Context: an optimization exercise on an open-source flow, tuned for a short achievable clock period and few clock cycles per item. The choices shown serve that exercise and are no tape-out recipe.
The RTL was checked by simulation tests, not by an equivalence proof against the original design.
Power figures rest on the tool's default switching activity, not on a simulated workload.

==> flow/run.sh <==
#!/bin/bash
# synth_recipe.tcl (not shown) runs the flow's synth.tcl, then flattens the netlist and writes it again
# the make line also repeats each setting of config.mk as NAME=value (left out here)
make -C /OpenROAD-flow-scripts/flow DESIGN_CONFIG=/design/flow/config.mk WORK_HOME=/design/flow/orfs CLKGATE_MAP_FILE= SYNTH_SCRIPT=/design/flow/synth_recipe.tcl finish
==> flow/design.v <==
module g_nand4(input a, b, c, d, output y); assign y = ~(a & b & c & d); endmodule
module g_a22oi(input a, b, c, d, output y); assign y = ~((a & b) | (c & d)); endmodule
module g_a22o(input a, b, c, d, output y); assign y = (a & b) | (c & d); endmodule
module g_a221oi(input a, b, c, d, e, output y); assign y = ~((a & b) | (c & d) | e); endmodule
module rdec(
	input [2:0] n,
	input off,
	output [7:0] sel);
	assign sel = {8{~off}} & (8'b1 << n);
endmodule
module busbit(
	input [7:0] sel,
	input [7:0] r,
	input e,
	output out,
	output outw);
	wire n0, n1, n2, n3;
	g_a22oi u0 (.a(sel[0]), .b(r[0]), .c(sel[1]), .d(r[1]), .y(n0));
	g_a22oi u1 (.a(sel[2]), .b(r[2]), .c(sel[3]), .d(r[3]), .y(n1));
	g_a22oi u2 (.a(sel[4]), .b(r[4]), .c(sel[5]), .d(r[5]), .y(n2));
	g_a221oi u3 (.a(sel[6]), .b(r[6]), .c(sel[7]), .d(r[7]), .e(e), .y(n3));
	g_nand4 u4 (.a(n0), .b(n1), .c(n2), .d(n3), .y(out));
	g_nand4 u5 (.a(n0), .b(n1), .c(n2), .d(n3), .y(outw));
endmodule
module rbit(
	input [7:0] sel,
	input [7:0] r,
	output out);
	wire n0, n1, n2, n3;
	g_a22oi u0 (.a(sel[0]), .b(r[0]), .c(sel[1]), .d(r[1]), .y(n0));
	g_a22oi u1 (.a(sel[2]), .b(r[2]), .c(sel[3]), .d(r[3]), .y(n1));
	g_a22oi u2 (.a(sel[4]), .b(r[4]), .c(sel[5]), .d(r[5]), .y(n2));
	g_a22oi u3 (.a(sel[6]), .b(r[6]), .c(sel[7]), .d(r[7]), .y(n3));
	g_nand4 u4 (.a(n0), .b(n1), .c(n2), .d(n3), .y(out));
endmodule
module add16(
	input [15:0] a,
	input [15:0] b,
	output [15:0] s);
	wire [15:0] p0 = a ^ b;
	wire [15:0] g0 = a & b;
	wire [15:0] g1, p1, g2, p2, g3, p3, g4;
	genvar n;
	generate
		for (n = 0; n < 16; n = n + 1) begin : k
			if (n >= 1) begin
				assign g1[n] = g0[n] | (p0[n] & g0[n-1]);
				assign p1[n] = p0[n] & p0[n-1];
			end else begin
				assign g1[n] = g0[n];
				assign p1[n] = p0[n];
			end
			if (n >= 2) begin
				assign g2[n] = g1[n] | (p1[n] & g1[n-2]);
				assign p2[n] = p1[n] & p1[n-2];
			end else begin
				assign g2[n] = g1[n];
				assign p2[n] = p1[n];
			end
			if (n >= 4) begin
				assign g3[n] = g2[n] | (p2[n] & g2[n-4]);
				assign p3[n] = p2[n] & p2[n-4];
			end else begin
				assign g3[n] = g2[n];
				assign p3[n] = p2[n];
			end
			if (n >= 8)
				assign g4[n] = g3[n] | (p3[n] & g3[n-8]);
			else
				assign g4[n] = g3[n];
		end
	endgenerate
	assign s = p0 ^ {g4[14:0], 1'b0};
endmodule
module cute_processor(
	input [15:0] DIN,
	input Resetn, Clock, Run,
	output reg Done,
	output reg [15:0] BusWires);
	parameter mv = 2'b00, mvi = 2'b01;
	reg [15:0] R [0:7];
	reg [15:0] G;       
	reg sg;             
	reg si;             
	reg [2:0] px;       
	wire [1:0] op = DIN[14:13];
	wire [2:0] x = DIN[12:10];
	wire [2:0] y = DIN[9:7];
	wire busy = sg | si;
	wire idle = ~busy;
	wire acc = idle & Run;
	wire [7:0] sel_lo, sel_hi, selx;
	rdec u_ylo (.n(y), .off(busy), .sel(sel_lo));
	rdec u_yhi (.n(y), .off(busy), .sel(sel_hi));
	rdec u_x (.n(x), .off(1'b0), .sel(selx));
	wire [15:0] bus, busw;    
	wire [15:0] rx;           
	wire [15:0] e;
	genvar b;
	generate
		for (b = 0; b < 16; b = b + 1) begin : bits
			wire [7:0] rb = {R[7][b], R[6][b], R[5][b], R[4][b], R[3][b], R[2][b], R[1][b], R[0][b]};
			g_a22o u_e (.a(sg), .b(G[b]), .c(si), .d(DIN[b]), .y(e[b]));
			busbit u_bit (.sel(b < 8 ? sel_lo : sel_hi), .r(rb), .e(e[b]), .out(bus[b]), .outw(busw[b]));
			rbit u_rx (.sel(selx), .r(rb), .out(rx[b]));
		end
	endgenerate
	always @(*) begin
		Done = sg | si | (acc & (op == mv));
		BusWires = bus;
	end
	always @(posedge Clock, negedge Resetn)
		if (!Resetn) begin
			sg <= 1'b0;
			si <= 1'b0;
		end else begin
			sg <= acc & op[1];
			si <= acc & (op == mvi);
		end
	wire [15:0] sum, nsum;
	add16 u_add (.a(rx), .b(busw), .s(sum));
	add16 u_sub (.a(~rx), .b(busw), .s(nsum));
	always @(posedge Clock) begin
		px <= x;
		G <= op[0] ? ~nsum : sum;
	end
	integer k;
	always @(posedge Clock)
		for (k = 0; k < 8; k = k + 1)
			if ((busy & (px == k)) | (acc & (op == mv) & (x == k)))
				R[k] <= busw;
endmodule
==> flow/constraint.sdc <==
create_clock -name core_clock -period 6.0 [get_ports {Clock}]
set_input_delay 1.2000 -clock core_clock [delete_from_list [all_inputs] [get_ports {Clock}]]
set_output_delay 1.2000 -clock core_clock [all_outputs]
set_load 0.01 [all_outputs]
==> flow/config.mk <==
export PLATFORM = sky130hd
export DESIGN_NAME = cute_processor
export DESIGN_NICKNAME = cute_processor
export VERILOG_FILES = /design/flow/design.v
export SDC_FILE = /design/flow/constraint.sdc
export NUM_CORES = 4
export LEC_CHECK = 0
export CAP_MARGIN = 20
export CORE_MARGIN = 2
export CORE_UTILIZATION = 40
export SETUP_SLACK_MARGIN = 3
export SLEW_MARGIN = 20
export SYNTH_HIERARCHICAL = 1
export SYNTH_MINIMUM_KEEP_SIZE = 0
==> impl_results.md <==
* Async SR Flop Fraction at 1.34%
* CTS buffer count at 17
* Worst path max stage delay at 0.49 ns
* Kind of critical path: reg -> out
* Final hold vios at 0
* Cell mode on critical path: buf_6
* Minimum clock period at 3.78 ns
* Worst path slowest cell: dfrtp_4
* TritonCTS clock tree: yes
* Core Region at 21000 µm²
* Post-synth EDFFs at 128
* Synth Flop Type: edfxtp_1
* Ratio of cells with drive above 1 in the final layout at 54.8%
* DP HPWL at 17700 µm
* Root Buffer: clkbuf_16
* Ant. Diodes at 0
* Mapped Area at 8540 µm²
* Antenna-violating nets left at 0
* Finish-stage setup viols at 0
* DRC at 0
* Worst-Margin Slew at 0.824 ns
* Peak VDD IR at 0.000240 V
* TNS Setup at 0 ns
* GRT overflow at 0
* Synth Area per Inst at 13.3 µm²
* Seq/Total Area, Yosys at 50.0%
* RSZ-0062 raised after global routing: true
* Gpl congestion at 0.919
* Highest clock rate at 264 MHz
* Core Util, Final at 60.2%
* Placement Rows at 53
* Pin count of the biggest net entering global routing at 17
* IO Port Bufs at 35
* Leak pwr at 4.57 nW
* Critical Path Start Type: flip-flop
* Die area at 22500 µm²
* Clock latency at the later pin of the worst-skew pair at 0.44 ns
* Crit path max fanout at 6
* Slew headroom at 44.5%
* Power per Cell Area at 304 nW/µm²
* Clk sink count at 149
* Synth warnings at 8
* 1st-iter DRT viols at 838
* Synth cell types at 53
* First-pass GRT wire length at 44500 µm
* GR Util All Layers at 27.1%
* WHS at 0.800 ns
* Nets at 940
* First-pass DRT Iterations at 5
* Flops & latches, synth at 149
* Vias in the first global route at 7260
* CP required at 4.80 ns
* Crit-path cells: nor2_4 -> clkinvlp_4 -> buf_12 -> buf_6 -> nor4b_4 -> buf_4 -> buf_6 -> buf_6 -> a22oi_2 -> nand4_1 -> buf_2
* Vias per cell at 6.21
* Clk_skew at 0.00942 ns
* Fin. max-slew vios at 0
* Initial antenna violation count at 0
* Cell count after synthesis at 641
* Die Y at 150 µm
* CP endpoint kind: output port
* Drt total wl at 30400 µm
* # IOs at 36
* H-Tree Depth at 4
* Chip width at 150 µm
* Longest Clk Path Bufs at 2
* Clock-pin transition on the worst setup and hold timing paths at 0.06 ns
* Area Overhead vs Synth at 48.3%
* Starting density of the core at 40.6%
* Crit path DAT at 2.58 ns
* Routed WL per cell at 25.9 µm
* Status: timing/DRC/antenna clean
* Max Cap Viol at 0
* HP Class: reg -> reg
* Final period util at 63.0%
* Tot Pwr at 3.85 mW
* Vias at 7314
report_power, final:
group	internal (mW)	leakage (nW)	switching, mW
clock	0.737	0.307	0.436
sequential	1.25	1.35	0.0477
combinational	0.664	2.92	0.714
state kept, by name, indices dropped and copies added, names as in the netlist:
name	count
sg	1
si	1
R	128
G	16
px	3
cell families after synthesis:
group           share of synthesized area [%]
xor+xnor                                 2.67
compound gates                           27.0
mux                                      1.87
flops                                    50.0
buf+inv                                  2.08
other cells                            0.0439
fa+ha+maj                                4.86
simple gates                             11.5
per-module statistics from Yosys (local to each module, per instance), a selection:
module,flops+latches,cells,cell area (µm²),copies in the design
g_a22o,0,1,8.76,16
g_a22oi,0,1,12.5,112
g_nand4,0,1,6.26,48
add16,0,100,731,2
g_a221oi,0,1,15.0,16
cute_processor,149,225,4750,1
rdec,0,8,81.3,3
metal layers:
layer / wire length [µm] / vias up / GRT usage (%)
li1: - / 3192 / -
met1: 12500 / 3676 / 36.3
met2: 14400 / 376 / 43.5
met3: 2470 / 70 / 5.58
met4: 1050 / 0 / 9.81
met5: 0 / - / 0
final timing paths:
| check | from | end | slack [ns] | depth (start not counted) |
|---|---|---|---|---|
| max | si | BusWires[5] | 2.22 | 11 |
| min | R[7][9] | R[1][9] | 0.80 | 3 |
| max reg2reg | si | G[15] | 2.35 | 18 |
| min reg2reg | R[7][9] | R[1][9] | 0.80 | 3 |
| max in group asynchronous | Resetn | si | 4.93 | 1 |
| min in group asynchronous | Resetn | sg | 0.93 | 1 |
layout by cell type (no fill, tap or decap), drive strengths merged, types with 4 or more instances in the layout:
master         count
clkbuf            19
a21o               6
a22o              16
nor4b             10
ha                30
o211a              4
a22oi            112
or2b               4
xor2              10
o21ai             10
xnor2             16
nand4             48
conb               8
edfxtp           128
dfxtp             19
nand3             10
nand2             31
o211ai             8
a221oi            16
o22ai              6
nor2               7
and4bb             9
nor3               6
inv               43
clkdlybuf4s50      8
clkinv             5
mux2i             16
buf              214
o221a              4
o21a               6
a21oi             22
bufinv             5
final cells by class:
type,instances,area [µm²]
flip-flops and latches,149,4280
well taps,275,344
multi-input cells,454,5070
repair buffers,224,2160
clock inverters,13,206
clock buffers,19,433
inverters,43,165
fillers,1573,8360
cells in the mapped netlist, types with 7 or more instances:
| cell | instances | area share, % |
|---|---|---|
| a22o_1 | 16 | 1.6 |
| and4bb_2 | 9 | 1.3 |
| a21oi_1 | 22 | 1.3 |
| inv_1 | 43 | 1.9 |
| edfxtp_1 | 128 | 45 |
| o21ai_0 | 10 | 0.59 |
| nor4b_1 | 10 | 1.0 |
| nand2_1 | 29 | 1.3 |
| ha_1 | 30 | 4.4 |
| a22oi_2 | 112 | 16 |
| mux2i_1 | 16 | 1.9 |
| xnor2_1 | 16 | 1.6 |
| dfxtp_1 | 19 | 4.5 |
| o211ai_1 | 8 | 0.70 |
| xor2_1 | 10 | 1.0 |
| a221oi_2 | 16 | 2.8 |
| nand3_1 | 10 | 0.59 |
| nand4_1 | 48 | 3.5 |
| nor2_1 | 7 | 0.31 |
timing repair:
| item | in CTS | in global routing |
|---|---|---|
| pin swaps | 78 | 62 |
| setup buffers | 132 | 23 |
| setup endpoints to repair | 289 | 32 |
| hold buffers | 0 | 0 |
| gates resized for setup | 244 | 54 |
| cloned | 5 | 0 |
worst max-delay path, delay by kind of cell (launching register included):
kind	cells	cell delay (ns)
AOI/OAI and AO/OA	1	0.07
buffers and inverters	7	0.94
DFF	1	0.49
and+or+nand+nor	3	0.64
per-stage QoR:
| step | worst slack, ns | std cells | area, µm² |
|---|---|---|---|
| floorplan | 2.10 | 648 | 8880 |
| global route | 2.16 | 1177 | 12700 |
| finish | 2.22 | 1177 | 12700 |
| CTS | 2.24 | 1154 | 12200 |
| detailed placement | 0.677 | 985 | 9780 |
| global placement | 0.794 | 985 | 9780 |
Testbench counts, summed over its fixed seeds: cycles 5,717, instructions 3,264.

re-timing with driven ports:
No port has a modelled driver above. Below, the same layout with a new extraction and two added sets of constraints.
Step 1 (the two cells are an assumption about what drives the block):
set clk [get_ports {Clock}]
set_driving_cell -lib_cell sky130_fd_sc_hd__clkbuf_16 $clk
set_driving_cell -lib_cell sky130_fd_sc_hd__buf_2 [delete_from_list [all_inputs] $clk]
Step 2 times the ports against the registers' clock, not the clock port: input delays grow and output delays shrink by t, the midpoint of the rising clock arrivals with the driver on.
Three values: no drivers, after step 1, after step 2; two values: the first two.
t, ns: 0.481
setup WS [ns]: 2.219 / 2.172 / 1.743
hold slack, ns: 0.800 / 0.800 / 0.800
worst data-port slew with drivers (ns): 0.15
pins driven straight from the clock port: 1
After both steps this run still meets setup and hold. The setup slack of this run moves by -0.047 ns with the drivers and by -0.476 ns with both steps.
